This is an optimization exercise on Yosys and OpenROAD, whose aim is small area and a short achievable clock period, not a production implementation. At most, simulation tests tie the RTL to the original design; equivalence was not proved.

Setup of the reference run:
==> flow/design.v (excerpt) <==
module ConvEngine (
    input         clk,
    input         rst,
    input  [31:0] DMAport,
    input         acc_enable,
    input         acc_clear,
    output [31:0] result
);
Size: roughly 1900 cells after synthesis, roughly 360 flip-flops, about 0.022 sq mm of cells after synthesis.
==> flow/config.mk <==
export PLATFORM = sky130hd
export DESIGN_NAME = ConvEngine
export DESIGN_NICKNAME = ConvEngine
export VERILOG_FILES = /design/flow/design.v
export SDC_FILE = /design/flow/constraint.sdc
export NUM_CORES = 4
export LEC_CHECK = 0
export ABC_CLOCK_PERIOD_IN_PS = 2500
export CAP_MARGIN = 20
export CORE_MARGIN = 2
export CORE_UTILIZATION = 40
export SETUP_SLACK_MARGIN = 4.5
export SLEW_MARGIN = 20
==> flow/constraint.sdc <==
create_clock -name core_clock -period 10.0 [get_ports {clk}]
set_input_delay 2.0000 -clock core_clock [delete_from_list [all_inputs] [get_ports {clk}]]
set_output_delay 2.0000 -clock core_clock [all_outputs]
set_load 0.01 [all_outputs]
run.sh (not shown) runs the stock make flow with config.mk's settings and CLKGATE_MAP_FILE= SYNTH_SCRIPT=/design/flow/synth_recipe.tcl, a recipe that flattens the netlist after the stock synthesis.
The reference run completed every stage of the flow, and the final layout passed the timing, design-rule and antenna checks.
Edits applied to the flow inputs when going from the reference run to the trial run:
Settings: ABC_CLOCK_PERIOD_IN_PS: 2500 -> 1500; SETUP_SLACK_MARGIN: 4.5 -> 5.
[summary]
- Compared with the reference run, the trial run supports a higher clock frequency.
- Share of the final layout cell area in multi-input gates, the reference run and the trial run: higher on the trial run
- Ratio of final minimum period to clock period: the trial run vs the reference run down 0.28 points
- Utilization the reference run -> the trial run: up
- Setup WNS the reference run -> the trial run: better
- Each of the runs, namely the reference run and the trial run, reached the end of the flow and came out clean.
- Compared with the reference run, routed via count in the trial run increased slightly.
- The trial run improves on the reference run in clock period minus final worst setup slack.
- Cmp the trial run vs the reference run: critical path depth higher in the trial run
- The trial run against the reference run: number of placed cells counting well taps flat, post-detailed-routing wire length picked up an extra 470 microns.


Setup of P:
ConvEngine, a different RTL version from the one above (not shown whole).
For scale: about 290 flip-flops, ~21000 µm² of cells after synthesis.
make LEC_CHECK=0 ABC_CLOCK_PERIOD_IN_PS=4000 CAP_MARGIN=20 CORE_MARGIN=2 CORE_UTILIZATION=40 SETUP_SLACK_MARGIN=5 SLEW_MARGIN=20 finish   # period 10.0 ns
[inputs] Q vs P
- ABC_CLOCK_PERIOD_IN_PS: 4000 -> 6000
- SETUP_SLACK_MARGIN: 5 -> 4
--- outcome ---
Side by side, number of signal-net buffers in the layout turned out lower in Q than in P.
In Q relative to P, vias after detailed routing had gone down by a few percent.
The flow did not stop early for Q: all stages ran, and the layout cleared the timing, design-rule and antenna checks.
P | status: complete | timing, DRC, antenna: pass
From P to Q the numbers moved as follows: total CTS buffers fell 1; slew at the pin closest to its max-slew limit fell 0.069 ns; cell area after layout fell about 10%; highest clock rate fell 4.1%.
From P to Q the numbers moved as follows: proportion of cell area spent on the clock network went up.
No functional check of the RTL was part of any run of this note.


## job 7726
Another version of the RTL of ConvEngine (not shown whole).
Size: ~0.019 mm2 of cells after synthesis.
==> flow/design.v (excerpt) <==
module ConvEngine (
    input         clk,
    input         rst,
    input  [31:0] DMAport,
    input         acc_enable,
    input         acc_clear,
    output [31:0] result
);
  reg  [23:0] R0, R1, R2, R3, R4, R5;
  reg  [2:0]  lr;              
  reg  [16:0] P0, P1, P2;      
  reg  [31:0] acc_s, acc_c;    
  wire       wr  = DMAport[7];
  wire [2:0] sel = DMAport[2:0];
  wire [23:0] data = DMAport[31:8];
  always @(posedge clk or posedge rst) begin
    if (rst) begin
      R0 <= 24'd0; R1 <= 24'd0; R2 <= 24'd0; R3 <= 24'd0; R4 <= 24'd0; R5 <= 24'd0;
    end else if (wr) begin
      case (sel)
        3'd0: R0 <= data;
        3'd1: R1 <= data;
        3'd2: R2 <= data;
        3'd3: R3 <= data;
        3'd4: R4 <= data;
        3'd5: R5 <= data;
        default: ;
      endcase
    end
  end
  always @(posedge clk or posedge rst) begin
    if (rst)
      lr <= 3'b001;
    else if (wr) begin
      case (sel)
        3'd0, 3'd3: lr <= 3'b001;
        3'd1, 3'd4: lr <= 3'b010;
        3'd2, 3'd5: lr <= 3'b100;
        default: ;
      endcase
    end
  end
  wire [23:0] pix = ({24{lr[0]}} & R0) | ({24{lr[1]}} & R1) | ({24{lr[2]}} & R2);
  wire [23:0] ker = ({24{lr[0]}} & R3) | ({24{lr[1]}} & R4) | ({24{lr[2]}} & R5);
  wire [16:0] pa = lr[0] ? P1 : P0;
  wire [16:0] pb = lr[2] ? P1 : P2;
  wire [31:0] early = result + {{15{pa[16]}}, pa} + {{15{pb[16]}}, pb} - 32'h20000;
  wire n1 = (pix[16] & ker[16]);
  wire n2 = (pix[16] & ker[17]);
  wire n3 = (pix[16] & ker[18]);
  wire n4 = (pix[16] & ker[19]);
  wire n5 = (pix[16] & ker[20]);
  wire n6 = (pix[16] & ker[21]);
  wire n7 = (pix[16] & ker[22]);
  wire n8 = ~(pix[16] & ker[23]);
  wire n9 = (pix[17] & ker[16]);
  wire n10 = (pix[17] & ker[17]);
  wire n11 = (pix[17] & ker[18]);
  wire n12 = (pix[17] & ker[19]);
  wire n13 = (pix[17] & ker[20]);
  wire n14 = (pix[17] & ker[21]);
  ...
clock: 10.0 ns
lec_check: 0
abc_clock_period_in_ps: 7000
cap_margin: 20
core_margin: 2
core_utilization: 40
setup_slack_margin: 3
slew_margin: 20
[inputs] job 4306 vs job 7726
Settings: removing ABC_CLOCK_PERIOD_IN_PS (formerly 7000); removing SETUP_SLACK_MARGIN (formerly 3).
==> comparison <==
- Summary — first-pass GRT wire length, job 4306 relative to job 7726: lower, by 3.3%.
- Compared with job 7726, in job 4306 worst-case setup margin in the final layout went down.
- Delta (job 4306 minus job 7726): post-route core utilization shrank by 1.5 points; hold slack held steady.
The inputs of job 3233 differ from those of job 4306 as listed below.
Settings: putting ABC_CLOCK_PERIOD_IN_PS at 5000 where nothing was set; putting SETUP_SLACK_MARGIN at 5 where nothing was set.
## What came out
Delta (job 3233 minus job 4306): share of synthesized area occupied by flip-flops and latches ~0 delta, via count +598.
Job 3233 vs job 4306: share of cell area taken by flip-flops and latches down in job 3233
Maximum operating frequency ended up 22 MHz higher on job 3233 than on job 4306.
Re post-layout net count: job 3233 is 4.7% up on job 4306.
Worst clock skew of job 4306 is on par with job 3233.
Max non-clock buffer count across job 4306 and job 3233: job 3233
Function was not checked in any run of this note: the RTL went through the layout flow alone.


ConvEngine, a different RTL version from the one above (not shown whole).
Size: about 1700 cells after synthesis, ~68 I/O pins, ~20000 um^2 of cells after synthesis.
Settings: LEC_CHECK=0, CAP_MARGIN=20, CORE_MARGIN=2, CORE_UTILIZATION=40, SETUP_SLACK_MARGIN=5, SLEW_MARGIN=20, SYNTH_HIERARCHICAL=1, SYNTH_MINIMUM_KEEP_SIZE=0; clock period 10.0 ns.
standard.sh (not shown) runs the stock make flow with config.mk's settings and CLKGATE_MAP_FILE= SYNTH_SCRIPT=/design/flow/synth_recipe.tcl, a recipe that flattens the netlist after the stock synthesis.
==> flow/flow/run.sh <==
#!/bin/bash
# The standard layout, with two changes: plain buffers (not delay cells) on the ports, and, between
# synthesis and floorplan, flow/polarity.py removes the inverters that Yosys's full-adder
# extraction leaves between full adders (it flips full adders, which are self-dual, instead).
set -euo pipefail
PORTBUF="BUFFER_PORTS_ARGS=-buffer_cell sky130_fd_sc_hd__buf_2"
bash standard.sh "$PORTBUF" synth > flow_synth.log 2>&1
NET=orfs/results/sky130hd/ConvEngine/base/1_2_yosys.v
cp "$NET" 1_2_yosys_before_polarity.v
python3 flow/polarity.py "$NET" > flow_polarity.log 2>&1
sleep 1
touch "$NET"
bash standard.sh "$PORTBUF" finish > flow_make.log 2>&1
==> flow/flow/polarity.py <==
#!/usr/bin/env python3
"""Removes inverters around full adders in a flat sky130 gate-level netlist by flipping the
polarity of full adders (a full adder is self-dual: FA(~a,~b,~c) = (~sum, ~cout)).

usage: polarity.py NETLIST.v   (rewrites the file in place; prints a summary)

Every inverter (not driving a port) is removed and its loads read (base net, polarity); each
full adder may be flipped, which complements its input pins and its outputs; flips are chosen by
local search to minimise the number of nets that still need an inverted copy; one inv_1 per such
net is then added. Registers and all other cells are left as they are."""
import re
import sys

OUT_PINS = {"X", "Y", "Q", "Q_N", "SUM", "COUT", "HI", "LO", "GCLK"}
INV = re.compile(r"sky130_fd_sc_hd__(clk)?inv_\d+$")
FA = re.compile(r"sky130_fd_sc_hd__fa_\d+$")


def main():
    path = sys.argv[1]
    text = open(path).read()
    m = re.search(r"^module ConvEngine\(.*?^endmodule", text, re.S | re.M)
    body = m.group(0)
    cell_re = re.compile(r"^(\s*)(sky130_fd_sc_hd__\w+)\s+(\S+)\s*\((.*?)\);\n", re.S | re.M)
    cells = []
    for cm in cell_re.finditer(body):
        pins = [(p, n.strip()) for p, n in re.findall(r"\.(\w+)\(([^()]*)\)", cm.group(4))]
        cells.append({"type": cm.group(2), "name": cm.group(3), "pins": pins, "span": cm.span()})
    outports = set()
    for decl in re.findall(r"^\s*output\s+(\[\d+:\d+\])?\s*(\S+);", body, re.M):
        rng, nm = decl
        if rng:
            hi, lo = map(int, rng[1:-1].split(":"))
            for i in range(min(hi, lo), max(hi, lo) + 1):
                outports.add(f"{nm}[{i}]")
        else:
            outports.add(nm)
    driver = {}
    for c in cells:
        for p, n in c["pins"]:
            if p in OUT_PINS:
                driver[n] = (c, p)
    # inverters that can go: not driving a port, input not a constant
    removable = set()
    for c in cells:
        if INV.match(c["type"]):
            pins = dict(c["pins"])
            if pins.get("Y") in outports or "'" in pins.get("A", "'"):
                continue
            removable.add(c["name"])

    def base(n):
        pol = 0
        while n in driver and driver[n][0]["name"] in removable:
            n = dict(driver[n][0]["pins"])["A"]
            pol ^= 1
        return n, pol

    fa_of_net = {}
    fas = [c for c in cells if FA.match(c["type"])]
    for i, c in enumerate(fas):
        c["fa"] = i
        for p, n in c["pins"]:
            if p in ("SUM", "COUT"):
                fa_of_net[n] = i
    # loads: (cell, pin index, base, pol)
    loads = []
    for c in cells:
        if c["name"] in removable:
            continue
        for k, (p, n) in enumerate(c["pins"]):
            if p in OUT_PINS or "'" in n:
                continue
            b, pol = base(n)
            loads.append((c, k, b, pol))
    for n in outports:
        pass  # port nets keep their drivers (inverters driving ports are kept)
    by_base = {}
    for ld in loads:
        by_base.setdefault(ld[2], []).append(ld)
    f = [0] * len(fas)

    def need(ld):
        c, k, b, pol = ld
        v = pol ^ (f[fa_of_net[b]] if b in fa_of_net else 0)
        if "fa" in c:
            v ^= f[c["fa"]]
        return v

    def base_cost(b):
        return 1 if any(need(ld) for ld in by_base.get(b, [])) else 0

    # bases touched by each FA: its outputs and the bases of its inputs
    touch = []
    for c in fas:
        s = set()
        for p, n in c["pins"]:
            if p in ("SUM", "COUT"):
                s.add(n)
            else:
                s.add(base(n)[0])
        touch.append(s)
    before = sum(base_cost(b) for b in by_base)
    improved = True
    rounds = 0
    while improved and rounds < 50:
        improved = False
        rounds += 1
        for i in range(len(fas)):
            old = sum(base_cost(b) for b in touch[i])
            f[i] ^= 1
            new = sum(base_cost(b) for b in touch[i])
            if new < old:
                improved = True
            else:
                f[i] ^= 1
    after = sum(base_cost(b) for b in by_base)
    # rewrite; the output nets of flipped full adders are renamed (they now carry the complement)
    ren = {}
    for c in fas:
        if f[c["fa"]]:
            for k, (p, n) in enumerate(c["pins"]):
                if p in ("SUM", "COUT"):
                    ren[n] = f"polflip_{len(ren)}"
                    c["pins"][k] = (p, ren[n])
    newnets = {}
    newcells = []
    for b, lds in by_base.items():
        if any(need(ld) for ld in lds):
            nn = f"polinv_{len(newnets)}"
            newnets[b] = nn
            bb = ren.get(b, b)
            bb = bb + " " if bb.startswith("\\") else bb
            newcells.append(f"  sky130_fd_sc_hd__inv_1 {nn}_cell (\n    .A({bb}),\n    .Y({nn})\n  );\n")
    for ld in loads:
        c, k, b, pol = ld
        p, _ = c["pins"][k]
        c["pins"][k] = (p, newnets[b] if need(ld) else ren.get(b, b))
    for c in fas:
        if f[c["fa"]]:
            pass  # outputs keep their nets; their meaning is complemented, accounted for in need()
    out = []
    pos = 0
    for c in cells:
        s, e = c["span"]
        out.append(body[pos:s])
        pos = e
        if c["name"] in removable:
            continue
        pins = ",\n".join(f"    .{p}({n + ' ' if n.startswith(chr(92)) else n})" for p, n in c["pins"])
        out.append(f"  {c['type']} {c['name']} (\n{pins}\n  );\n")
    rest = body[pos:]
    decl = "".join(f"  wire {nn};\n" for nn in list(newnets.values()) + list(ren.values()))
    newbody = "".join(out)
    # declarations go right after the module header line
    hdr_end = newbody.index(";\n") + 2
    newbody = newbody[:hdr_end] + decl + newbody[hdr_end:] + "".join(newcells) + rest
    # drop declarations of nets nothing connects to any more (outputs of removed inverters)
    used = set()
    for c in cells:
        if c["name"] not in removable:
            used.update(n for p, n in c["pins"])
    dead = set()
    for c in cells:
        if c["name"] in removable:
            y = dict(c["pins"])["Y"]
            if y not in used and y not in outports:
                dead.add(y)
    def keep(line):
        dm = re.match(r"^\s*wire\s+(\S+)\s*;\s*$", line)
        if dm:
            nm = dm.group(1)
            return not (nm in dead or (nm.startswith("\\") and nm in dead))
        return True
    lines = newbody.split("\n")
    newbody = "\n".join(l for l in lines if keep(l))
    text = text[:m.start()] + newbody + text[m.end():]
    open(path, "w").write(text)
    print(f"full adders {len(fas)}, flipped {sum(f)}; inverters removed {len(removable)}, "
          f"added {len(newnets)} (before flipping {before}); rounds {rounds}")


if __name__ == "__main__":
    main()
The starting point completed with no timing, DRC or antenna violations.
Edit:
--- a/flow/flow/run.sh
+++ b/flow/flow/run.sh
@@ -12,2 +12,2 @@
 touch "$NET"
-bash standard.sh "$PORTBUF" finish > flow_make.log 2>&1
+bash standard.sh "$PORTBUF" SETUP_SLACK_MARGIN=5.2 finish > flow_make.log 2>&1
--- a/flow/flow/polarity.py
+++ b/flow/flow/polarity.py
@@ -10,2 +10,3 @@
 net is then added. Registers and all other cells are left as they are."""
+import random
 import re
@@ -103,15 +104,31 @@
     before = sum(base_cost(b) for b in by_base)
-    improved = True
+    rng = random.Random(1)
+
+    def descend():
+        rounds = 0
+        improved = True
+        while improved and rounds < 100:
+            improved = False
+            rounds += 1
+            for i in range(len(fas)):
+                old = sum(base_cost(b) for b in touch[i])
+                f[i] ^= 1
+                new = sum(base_cost(b) for b in touch[i])
+                if new < old or (new == old and rng.random() < 0.3):
+                    improved = improved or new < old
+                else:
+                    f[i] ^= 1
+        return sum(base_cost(b) for b in by_base)
+
+    best, bestf = descend(), list(f)
+    for attempt in range(60):
+        f[:] = [rng.randint(0, 1) if attempt % 2 else x for x in bestf]
+        if attempt % 2 == 0:
+            for _ in range(8):
+                f[rng.randrange(len(f))] ^= 1
+        cost = descend()
+        if cost < best:
+            best, bestf = cost, list(f)
+    f[:] = bestf
     rounds = 0
-    while improved and rounds < 50:
-        improved = False
-        rounds += 1
-        for i in range(len(fas)):
-            old = sum(base_cost(b) for b in touch[i])
-            f[i] ^= 1
-            new = sum(base_cost(b) for b in touch[i])
-            if new < old:
-                improved = True
-            else:
-                f[i] ^= 1
     after = sum(base_cost(b) for b in by_base)
TNS_END_PERCENT = 5   (was default)
What happened: Global-route usage goes up by 0.45 points; non-clock buffer count goes up by 15; wire length goes up by 2.4%; area after synthesis hardly moves; die area barely changes.
Edit:
CTS_CLUSTER_DIAMETER = 100   (was default)
CTS_CLUSTER_SIZE = 30   (was default)
=> The changed run went through all stages and came out clean; fmax barely changes; via count went down slightly; global-route usage went down by 0.47 points.
Edit:
CORE_UTILIZATION = 45   (was 40)
CTS_CLUSTER_DIAMETER = 80   (was 100)
CTS_CLUSTER_SIZE = 25   (was 30)
- The new run finished clean
- fmax rose by 0.85%
- sequential share of layout area came out lower by 0.35 points
- wire length went down by 0.69%
- core utilization came out higher by 6.1 points
- count of clock-buffer cells in the layout rose by 5
- area after synthesis does not change
- cell count drops by about 2%
Edit:
ABC_AREA = 1   (was default)
CORE_UTILIZATION = 40   (was 45)
Die area went up by 18%.
Final cell count is higher by 27%.
Global-route usage is lower by 1.3 points.
Synthesized cell count is higher by 31%.

==> static timing again, ports no longer ideal <==
No port has a modelled driver above. Below, the same layouts with a new extraction and two added sets of constraints. Step 1 (the two cells are an assumption about what drives the block):
set clk [get_ports {clk}]
set_driving_cell -lib_cell sky130_fd_sc_hd__clkbuf_16 $clk
set_driving_cell -lib_cell sky130_fd_sc_hd__buf_2 [delete_from_list [all_inputs] $clk]
Step 2 adds t to the input delays and takes it off the output delays; t is the mean of the earliest and latest rising clock arrival at the registers after step 1. Input paths then give back, and output paths get back, about the clock's delay inside the block. Three values: ideal ports, drivers, drivers and shift; two values: the first two.
run	t, ns	setup slack, ns	worst setup path after step 2	worst register clock-pin slew, ns	cell pins on the clock port's net
the reference run	0.607	4.499 / 4.446 / 4.687	input to register	0.06 / 0.06	1
the trial run	0.627	4.527 / 4.473 / 4.690	input to register	0.06 / 0.06	1
P	0.599	4.368 / 4.368 / 3.793	input to register	0.07 / 0.07	1
Q	0.584	4.130 / 4.130 / 3.598	input to register	0.06 / 0.06	1
job 7726	0.627	3.209 / 3.209 / 3.209	register to register	0.06 / 0.06	1
job 4306	0.629	2.119 / 2.119 / 2.119	register to register	0.06 / 0.06	1
job 3233	0.619	3.275 / 3.275 / 3.275	register to register	0.06 / 0.06	1
the first run of note 4	0.599	5.175 / 5.119 / 4.887	input to register	0.06 / 0.06	1
the second run of note 4	0.604	5.234 / 5.178 / 4.879	input to register	0.06 / 0.06	1
the third run of note 4	0.587	5.236 / 5.180 / 4.899	input to register	0.11 / 0.11	1
the fourth run of note 4	0.591	5.276 / 5.218 / 5.291	register to register	0.10 / 0.10	1
the fifth run of note 4	0.601	5.276 / 5.276 / 5.107	input to register	0.10 / 0.10	1
After both steps setup and hold are still met in every run listed. The setup slack of P, which loses most, moves by 0.000 ns with the drivers and by -0.575 ns with both steps.
